Source: an optimization exercise on an open RTL-to-GDS flow (aim: small area). Production flows keep margins and buffers that such runs may drop. Function was checked by simulation only, so behaviour that the tests miss may differ from the original. No activity file was given, so power comes from the tool's default toggle rates.

## run 1
==> flow/design.v (excerpt) <==
module cpu(
    input clk,
    input reset,
    input  [46:0] instr,    
    output [9:0]  pc,
    output        dwe,      
    output [4:0]  dwaddr,
    output [31:0] dwdata
);
clock: 8.0 ns
lec_check: 0
cap_margin: 20
core_margin: 2
core_utilization: 60
cts_buf_list: sky130_fd_sc_hd__clkbuf_16
cts_cluster_diameter: 80
cts_cluster_size: 24
slew_margin: 20
synth_hierarchical: 1
run.sh (not shown) runs the stock make flow with config.mk's settings and CLKGATE_MAP_FILE= SYNTH_SCRIPT=/design/flow/synth_recipe.tcl, a recipe that flattens the netlist after the stock synthesis.
Inputs modified between run 1 and run 2:
Settings: swapping 60 for 40 in CORE_UTILIZATION; swapping 80 for 60 in CTS_CLUSTER_DIAMETER; swapping 24 for 12 in CTS_CLUSTER_SIZE; swapping sky130_fd_sc_hd__clkbuf_16 for sky130_fd_sc_hd__clkbuf_8 in CTS_BUF_LIST.
Findings:
- Note that the total die area recorded for run 2 amounts to 1.5 times the value seen in run 1.
- Number of inserted filler cells in the final layout (run 2 vs. run 1) increases by more than half
- Comparing run 1 and run 2, global-route usage is lower on run 2.
### run 2 -> run 3
Settings: CTS_CLUSTER_DIAMETER removed (was 60); CTS_CLUSTER_SIZE removed (was 12); CTS_BUF_LIST removed (was sky130_fd_sc_hd__clkbuf_8).
### Flow results
- Run 3 finished every stage and its layout cleared the timing, DRC and antenna checks.
- ~same total wire length after detailed routing in run 3 and run 2
- Run 3 against run 2: sequential cell count was more or less identical; highest clock frequency the design can meet about even; peak supply drop went up; first-iteration DRC count fell by 0.38%; total power consumption of the routed design now larger.
- The cell count in run 3 sits about 0.7% above the value recorded for run 2.
- Compared with run 2, run 3 shows a higher cell area.
- Between run 3 and run 2, the first-pass GRT wire length does not differ in any meaningful way.
- Comparing run 3 and run 2, the higher power density over cell area is on run 3.
- Between run 3 and run 2, the register area share after synthesis does not differ in any meaningful way.
Relative to run 3, the following input files were edited for run 4:
Settings: putting CTS_CLUSTER_DIAMETER at 80 where nothing was set; putting CTS_BUF_LIST at sky130_fd_sc_hd__clkbuf_16 where nothing was set; putting CTS_CLUSTER_SIZE at 24 where nothing was set.
[summary]
- Re worst setup slack: run 4 and run 3 aren't equal, and the lower value belongs to run 4.
- STATUS time the final worst path needs with I/O delays and setup: run 4 loses against run 3
- Against run 3, detail-routed net length per standard cell in run 4 rose slightly.
- Going from run 3 to run 4, register-to-register setup slack went down by 0.13 ns; portion of total power attributed to the clock network went down by 12 points; core utilization went down by 2.0 points; area added between synthesis and finish went down by 5.0 points.
- Run 4 vs run 3: global-route wire length before repair down slightly
- In run 4, number of non-clock buffers in the layout is higher than in run 3.
- Run 4 against run 3: fill cell instance count of the final layout higher, design area lower.
Here is what was changed in the inputs of run 5 compared with run 4.
Settings: CTS_CLUSTER_DIAMETER removed (was 80); CTS_CLUSTER_SIZE removed (was 24); CTS_BUF_LIST removed (was sky130_fd_sc_hd__clkbuf_16).
==> flow/flow/run.sh (new file) <==
#!/bin/bash
# Standard ORFS layout (the standard.sh), with these changes:
#  - CTS with larger sink clusters, clkbuf_16 only, and no dummy loads
#  - port buffers of the smallest buffer cell
#  - power recovery (downsizing of gates off the critical paths) after global route
set -euo pipefail
CTS_ARGS="-sink_clustering_enable -repair_clock_nets -dont_use_dummy_load -sink_clustering_size 24 -sink_clustering_max_diameter 80 -buf_list sky130_fd_sc_hd__clkbuf_16"
bash standard.sh "CTS_ARGS=$CTS_ARGS" \
  "BUFFER_PORTS_ARGS=-buffer_cell sky130_fd_sc_hd__buf_1" \
  RECOVER_POWER=100 \
  finish > make_finish.log 2>&1
==> flow/standard.sh (new file) <==
#!/bin/bash
# synth_recipe.tcl (not shown) runs the flow's synth.tcl, then flattens the netlist and writes it again
# the make line also repeats each setting of config.mk as NAME=value (left out here)
make -C /OpenROAD-flow-scripts/flow DESIGN_CONFIG=/design/flow/config.mk WORK_HOME=/design/flow/orfs CLKGATE_MAP_FILE= SYNTH_SCRIPT=/design/flow/synth_recipe.tcl "${@:-finish}"
removed: flow/run.sh
[summary]
Going from run 4 to run 5, number of antenna violations at the first check in global routing picked up an extra 9, design area lost about 2.1%, top achievable clock speed lost 19%, share of cell area taken by muxes after synthesis neither gained nor lost much, placed instance area lost about 1.2%. Delta (run 5 minus run 4): sequential power held; count of fill cells added during filler insertion went up 268; layout clock buffer count went down 1.7%. Although run 5 finished all stages, its layout failed final checks on max-capacitance violations, max-slew violations.

========
Another version of the RTL of cpu (not shown whole).
For scale: roughly 2,800 cells after synthesis, ~1,200 flip-flops, ~48,000 um2 of cells after synthesis.
==> flow/config.mk <==
export PLATFORM = sky130hd
export DESIGN_NAME = cpu
export DESIGN_NICKNAME = cpu
export VERILOG_FILES = /design/flow/design.v
export SDC_FILE = /design/flow/constraint.sdc
export NUM_CORES = 4
export LEC_CHECK = 0
export CAP_MARGIN = 20
export CORE_MARGIN = 2
export CORE_UTILIZATION = 60
export SLEW_MARGIN = 20
export SYNTH_HIERARCHICAL = 1
==> flow/constraint.sdc <==
create_clock -name core_clock -period 8.0 [get_ports {clk}]
set_input_delay 1.6000 -clock core_clock [delete_from_list [all_inputs] [get_ports {clk}]]
set_output_delay 1.6000 -clock core_clock [all_outputs]
set_load 0.01 [all_outputs]
standard.sh (not shown) runs the stock make flow with config.mk's settings and CLKGATE_MAP_FILE= SYNTH_SCRIPT=/design/flow/synth_recipe.tcl, a recipe that flattens the netlist after the stock synthesis.
==> flow/flow/run.sh <==
#!/bin/bash
# Standard ORFS layout (the standard.sh), with these changes:
#  - CTS with larger sink clusters, clkbuf_16 only, and no dummy loads
#  - port buffers of the smallest buffer cell
set -euo pipefail
CTS_ARGS="-sink_clustering_enable -repair_clock_nets -dont_use_dummy_load -sink_clustering_size 24 -sink_clustering_max_diameter 80 -buf_list sky130_fd_sc_hd__clkbuf_16"
bash standard.sh "CTS_ARGS=$CTS_ARGS" \
  "BUFFER_PORTS_ARGS=-buffer_cell sky130_fd_sc_hd__buf_1" \
  finish > make_finish.log 2>&1
The first run ran to the end with no violations.
Then changed:
--- a/flow/flow/run.sh
+++ b/flow/flow/run.sh
@@ -5,3 +5,3 @@
 set -euo pipefail
-CTS_ARGS="-sink_clustering_enable -repair_clock_nets -dont_use_dummy_load -sink_clustering_size 24 -sink_clustering_max_diameter 80 -buf_list sky130_fd_sc_hd__clkbuf_16"
+CTS_ARGS="-sink_clustering_enable -repair_clock_nets -dont_use_dummy_load -sink_clustering_size 30 -sink_clustering_max_diameter 80 -buf_list sky130_fd_sc_hd__clkbuf_16"
 bash standard.sh "CTS_ARGS=$CTS_ARGS" \
- CAP_MARGIN: 20 -> 5
- SLEW_MARGIN: 20 -> 5
Die area does not change.
Core utilization goes down by 0.41 points.
Design area is lower by 0.62%.
Clock skew grows by 0.0087 ns.
Fmax hardly moves.
Power decreases by 1.7%.
Setup slack barely changes.
Combinational power barely changes.
Count of clock-buffer cells in the layout came out lower by 7.
Then changed:
--- a/flow/flow/run.sh
+++ b/flow/flow/run.sh
@@ -5,3 +5,3 @@
 set -euo pipefail
-CTS_ARGS="-sink_clustering_enable -repair_clock_nets -dont_use_dummy_load -sink_clustering_size 30 -sink_clustering_max_diameter 80 -buf_list sky130_fd_sc_hd__clkbuf_16"
+CTS_ARGS="-sink_clustering_enable -repair_clock_nets -dont_use_dummy_load -sink_clustering_size 24 -sink_clustering_max_diameter 80 -buf_list sky130_fd_sc_hd__clkbuf_16"
 bash standard.sh "CTS_ARGS=$CTS_ARGS" \
After rerunning: Via count hardly moves. Synthesized area is unchanged. Fmax drops by 1.0%. Sequential cell count is unchanged. Global-route usage rises by 0.12 points. Final cell count barely changes. Setup slack is worse by 0.057 ns.

========
## trial 78
The RTL this note starts from:
==> flow/design.v <==
`timescale 1ns / 1ps
module cpu(
    input clk,
    input reset,
    input  [46:0] instr,    
    output [9:0]  pc,
    output        dwe,      
    output [4:0]  dwaddr,
    output [31:0] dwdata
);
localparam LOAD = 4'd1, INCR = 4'd2, DECR = 4'd3, CHCKPOL = 4'd4, FINDSTRT = 4'd5,
           JMPF = 4'd6, JMP = 4'd7, CMPR = 4'd8, WRTRES = 4'd9;
wire [4:0] op_in = instr[46:42];
wire       op_ok = ~op_in[4] & ~(op_in[3] & (op_in[2] | op_in[1]));
reg  [3:0]  op1, op2;
reg  [36:0] p1, p2;
always @(posedge clk) begin
    op1 <= (op_ok & ~reset) ? op_in[3:0] : 4'd0;
    op2 <= reset ? 4'd0 : op1;
    p1  <= {instr[36:5], instr[43] ? instr[41:37] : instr[4:0]};
    p2  <= p1;
end
reg  [31:0] mem [0:31];
reg  [31:0] big;             
reg        we3, take3;
reg [4:0]  waddr3;
reg [31:0] data3;
reg         rst_d;
always @(posedge clk)
    rst_d <= reset;
wire [31:0] wd     = data3;
wire        wd_big = |data3[31:5];
genvar w;
generate
    for (w = 0; w < 32; w = w + 1) begin : g_mem
        wire en = rst_d | (we3 & (waddr3 == w));
        always @(posedge clk)
            if (en) begin
                mem[w] <= wd;
                big[w] <= wd_big;
            end
    end
endgenerate
genvar b;
wire [4:0] ra1 = p2[36:32];
wire [4:0] ra2 = p2[26:22];
wire [4:0] ra3 = p2[16:12];
wire [31:0] s1, s2, s3;
genvar w2;
generate
    for (w2 = 0; w2 < 32; w2 = w2 + 1) begin : g_sel
        assign s1[w2] = (ra1 == w2);
        assign s2[w2] = (ra2 == w2);
        assign s3[w2] = (ra3 == w2);
    end
endgenerate
wire [31:0] col [0:32];
generate
    for (b = 0; b < 32; b = b + 1) begin : g_col
        for (w2 = 0; w2 < 32; w2 = w2 + 1) begin : g_w
            assign col[b][w2] = mem[w2][b];
        end
    end
    for (w2 = 0; w2 < 32; w2 = w2 + 1) begin : g_wbig
        assign col[32][w2] = big[w2];
    end
endgenerate
wire [31:0] A, B;
wire [4:0]  C;
wire        bigC;
generate
    for (b = 0; b < 32; b = b + 1) begin : g_rd
        rd_or32 u_a (.s(s1), .d(col[b]), .y(A[b]));
        rd_or32 u_b (.s(s2), .d(col[b]), .y(B[b]));
        if (b < 5) begin : g_c
            rd_or32 u_c (.s(s3), .d(col[b]), .y(C[b]));
        end
    end
endgenerate
rd_or32 u_bigc (.s(s3), .d(col[32]), .y(bigC));
wire bigB   = |B[31:5];
wire sel_ab, sel_ac;
bitsel32 u_selab (.a(A), .i(B[4:0]), .y(sel_ab));
bitsel32 u_selac (.a(A), .i(C),      .y(sel_ac));
wire bit_ab = ~bigB & sel_ab;
wire bit_ac = ~bigC & sel_ac;
wire is_inc  = (op2 == INCR);
wire is_dec  = (op2 == DECR);
wire is_wr   = (op2 == WRTRES);
wire [31:0] incdec;
incdec32 u_incdec (.a(A), .dec(is_dec), .y(incdec));
reg flag_f, flag_is_pol;
always @(posedge clk) begin
    if (reset) begin
        flag_f      <= 1'b0;
        flag_is_pol <= 1'b1;
    end else begin
        if (op2 == FINDSTRT) flag_f <= bit_ab;
        if (op2 == CMPR)     flag_f <= (A <= B);
        if (op2 == CHCKPOL && bit_ab != bit_ac) flag_is_pol <= 1'b0;
    end
end
wire d3_id   = (is_inc | is_dec) & ~reset;
wire d3_zero = is_wr | reset;
wire d3_pol  = is_wr & flag_is_pol & ~reset;
always @(posedge clk) begin
    we3    <= ~reset & (op2 == LOAD || is_inc || is_dec || is_wr);
    take3  <= ~reset & (op2 == JMP || (op2 == JMPF && flag_f));
    waddr3 <= p2[36:32];
    data3  <= d3_id   ? incdec :
              d3_zero ? {31'd0, d3_pol} :
                        p2[31:0];
end
reg [9:0] pc_r;
always @(posedge clk)
    if (reset)
        pc_r <= 10'd0;
    else if (take3)
        pc_r <= {data3[4:0], waddr3};
    else
        pc_r <= pc_r + 10'd1;
assign pc     = pc_r;
assign dwe    = we3;
assign dwaddr = waddr3;
assign dwdata = data3;
endmodule
module rd_or32(input [31:0] s, input [31:0] d, output y);
wire [9:0] g;
genvar i;
generate
    for (i = 0; i < 10; i = i + 1) begin : g_aoi
        rd_aoi222 u (.a0(s[3*i]), .b0(d[3*i]), .a1(s[3*i+1]), .b1(d[3*i+1]),
                     .a2(s[3*i+2]), .b2(d[3*i+2]), .y(g[i]));
    end
endgenerate
wire h0, h1, h2, h;
rd_nand4 u_n0 (.a(g[0]), .b(g[1]), .c(g[2]), .d(g[3]), .y(h0));
rd_nand4 u_n1 (.a(g[4]), .b(g[5]), .c(g[6]), .d(g[7]), .y(h1));
rd_nand2 u_n2 (.a(g[8]), .b(g[9]), .y(h2));
rd_or3 u_or (.a(h0), .b(h1), .c(h2), .y(h));
rd_ao221 u_last (.a0(s[30]), .b0(d[30]), .a1(s[31]), .b1(d[31]), .c(h), .y(y));
endmodule
module rd_aoi222(input a0, b0, a1, b1, a2, b2, output y);
assign y = ~((a0 & b0) | (a1 & b1) | (a2 & b2));
endmodule
module rd_ao221(input a0, b0, a1, b1, c, output y);
assign y = (a0 & b0) | (a1 & b1) | c;
endmodule
module rd_or3(input a, b, c, output y);
assign y = a | b | c;
endmodule
module rd_nand2(input a, b, output y);
assign y = ~(a & b);
endmodule
module rd_nand4(input a, b, c, d, output y);
assign y = ~(a & b & c & d);
endmodule
module incdec32(input [31:0] a, input dec, output [31:0] y);
wire [31:0] x, nx;       
wire [32:0] k;           
wire [3:0]  all;         
wire [3:0]  cin;
genvar i;
generate
    for (i = 0; i < 32; i = i + 1) begin : g_x
        if (i % 2 == 0) begin : g_e
            g_xor2 u_x (.a(a[i]), .b(dec), .y(x[i]));
        end else begin : g_o
            g_xnor2 u_x (.a(a[i]), .b(dec), .y(nx[i]));
            assign x[i] = ~nx[i];
        end
    end
    for (i = 0; i < 4; i = i + 1) begin : g_blk
        wire n0, n1;
        g_nand4 u_n0 (.a(x[8*i]), .b(x[8*i+1]), .c(x[8*i+2]), .d(x[8*i+3]), .y(n0));
        g_nand4 u_n1 (.a(x[8*i+4]), .b(x[8*i+5]), .c(x[8*i+6]), .d(x[8*i+7]), .y(n1));
        g_nor2 u_all (.a(n0), .b(n1), .y(all[i]));
    end
endgenerate
assign cin[0] = 1'b1;
assign cin[1] = all[0];
assign cin[2] = all[0] & all[1];
assign cin[3] = all[0] & all[1] & all[2];
generate
    for (i = 0; i < 32; i = i + 1) begin : g_c
        if (i % 8 == 0) begin : g_start
            assign k[i] = cin[i/8];
        end
        if (i == 0) begin : g_0
            g_xnor2 u_c (.a(a[0]), .b(dec), .y(k[1]));
            assign y[0] = ~a[0];
        end else if (i % 2 == 0) begin : g_e
            g_nand2 u_c (.a(k[i]), .b(x[i]), .y(k[i+1]));
            g_xor2 u_y (.a(a[i]), .b(k[i]), .y(y[i]));
        end else begin : g_o
            if (i % 8 != 7) begin : g_n
                g_nor2 u_c (.a(k[i]), .b(nx[i]), .y(k[i+1]));
            end
            g_xnor2 u_y (.a(a[i]), .b(k[i]), .y(y[i]));
        end
    end
endgenerate
endmodule
module bitsel32(input [31:0] a, input [4:0] i, output y);
wire [7:0] l1;
wire [1:0] l2;
genvar j;
generate
    for (j = 0; j < 8; j = j + 1) begin : g_l1
        g_mux4 u (.d(a[4*j+3:4*j]), .s(i[1:0]), .y(l1[j]));
    end
    for (j = 0; j < 2; j = j + 1) begin : g_l2
        g_mux4 u (.d(l1[4*j+3:4*j]), .s(i[3:2]), .y(l2[j]));
    end
endgenerate
assign y = i[4] ? l2[1] : l2[0];
endmodule
module g_mux4(input [3:0] d, input [1:0] s, output y);
assign y = d[s];
endmodule
module g_xor2(input a, b, output y);
assign y = a ^ b;
endmodule
module g_xnor2(input a, b, output y);
assign y = ~(a ^ b);
endmodule
module g_nand2(input a, b, output y);
assign y = ~(a & b);
endmodule
module g_nor2(input a, b, output y);
assign y = ~(a | b);
endmodule
module g_nand4(input a, b, c, d, output y);
assign y = ~(a & b & c & d);
endmodule
export LEC_CHECK = 0
export CAP_MARGIN = 0
export CORE_MARGIN = 2
export CORE_UTILIZATION = 70
export SLEW_MARGIN = 0
export SYNTH_HIERARCHICAL = 1
create_clock -name core_clock -period 8.0 [get_ports {clk}]
==> flow/flow/run.sh <==
#!/bin/bash
# Standard ORFS layout (the standard.sh), with these changes:
#  - CTS with larger sink clusters, clkbuf_16 only, and no dummy loads
#  - port buffers of the smallest buffer cell
set -euo pipefail
CTS_ARGS="-sink_clustering_enable -repair_clock_nets -dont_use_dummy_load -sink_clustering_size 30 -sink_clustering_max_diameter 80 -buf_list sky130_fd_sc_hd__clkbuf_16"
bash standard.sh "CTS_ARGS=$CTS_ARGS" \
  "BUFFER_PORTS_ARGS=-buffer_cell sky130_fd_sc_hd__buf_1" \
  finish > make_finish.log 2>&1
Trial 78 reached the end of the flow, and the finished layout is clean on the timing, DRC and antenna checks.
[inputs] build 88 vs trial 78
# trial 78
export LEC_CHECK = 0
export CAP_MARGIN = 0
export CORE_MARGIN = 2
export CORE_UTILIZATION = 70
export SLEW_MARGIN = 0
export SYNTH_HIERARCHICAL = 1
create_clock -name core_clock -period 8.0 [get_ports {clk}]
# build 88
export LEC_CHECK = 0
export CAP_MARGIN = 5
export CORE_MARGIN = 2
export CORE_UTILIZATION = 70
export SLEW_MARGIN = 5
export SYNTH_HIERARCHICAL = 1
create_clock -name core_clock -period 8.0 [get_ports {clk}]
==> flow/flow/run.sh <==
#!/bin/bash
# Standard ORFS layout (the standard.sh), with these changes:
#  - CTS with larger sink clusters, clkbuf_16 only, and no dummy loads
#  - port buffers of the smallest buffer cell
set -euo pipefail
CTS_ARGS="-sink_clustering_enable -repair_clock_nets -dont_use_dummy_load -sink_clustering_size 24 -sink_clustering_max_diameter 80 -buf_list sky130_fd_sc_hd__clkbuf_16"
bash standard.sh "CTS_ARGS=$CTS_ARGS" \
  "BUFFER_PORTS_ARGS=-buffer_cell sky130_fd_sc_hd__buf_1" \
  finish > make_finish.log 2>&1
==> comparison <==
The final reports for build 88 and trial 78 show wire length of the first global-routing pass higher in the former. As far as net total in the final layout is concerned, build 88 and trial 78 perform about the same. Compared to trial 78, build 88 has global routing usage summed across all routing layers 0.34 points higher. Across both runs, final period demand of the worst path was higher for build 88 than for trial 78. In the metrics for trial 78 and build 88, the one carrying the lower aggregate routed wire length is trial 78. From trial 78 to build 88 the numbers moved as follows: design area now sits higher, met2 layer wire length in the routed design has increased, sequential share of layout area lost 0.23 points. Pin slew with the least headroom to its limit, trial 78 and build 88: lower on trial 78. Build 88 — vias after detailed routing 210 higher, trial 78 as reference.

==> re-timing with driven ports <==
How much do the figures lean on ideal ports? The routed layouts below were timed once more, with nothing changed but the port constraints.
Step 1: set_driving_cell puts a clkbuf_16 on clk and a buf_2 on each other input, an assumption about the parent block.
Step 2, shift: input delay + t, output delay - t, t = (earliest + latest rising clock arrival at the registers) / 2. This alone moves slack from input paths to output paths.
Three values: no drivers, after step 1, after step 2; two values: the first two.
| run | t (ns) | setup WS [ns] | worst data-port slew with drivers (ns) |
|---|---|---|---|
| run 1 | 0.740 | 2.808 / 2.808 / 2.808 | 0.08 |
| run 2 | 0.892 | 2.831 / 2.831 / 2.831 | 0.08 |
| run 3 | 0.794 | 2.831 / 2.831 / 2.831 | 0.08 |
| run 4 | 0.779 | 2.703 / 2.703 / 2.703 | 0.08 |
| run 5 | 0.768 | 1.427 / 1.479 / 0.711 | 0.06 |
| the first run of note 2 | 0.747 | 2.332 / 2.332 / 2.332 | 0.04 |
| the second run of note 2 | 0.721 | 2.335 / 2.335 / 2.335 | 0.04 |
| the third run of note 2 | 0.740 | 2.278 / 2.277 / 2.277 | 0.04 |
| trial 78 | 0.715 | 2.110 / 2.110 / 2.110 | 0.06 |
| build 88 | 0.746 | 1.947 / 1.947 / 1.947 | 0.05 |
For run 5, which loses most, drivers alone change the setup slack by +0.052 ns; drivers and shift together by -0.716 ns.
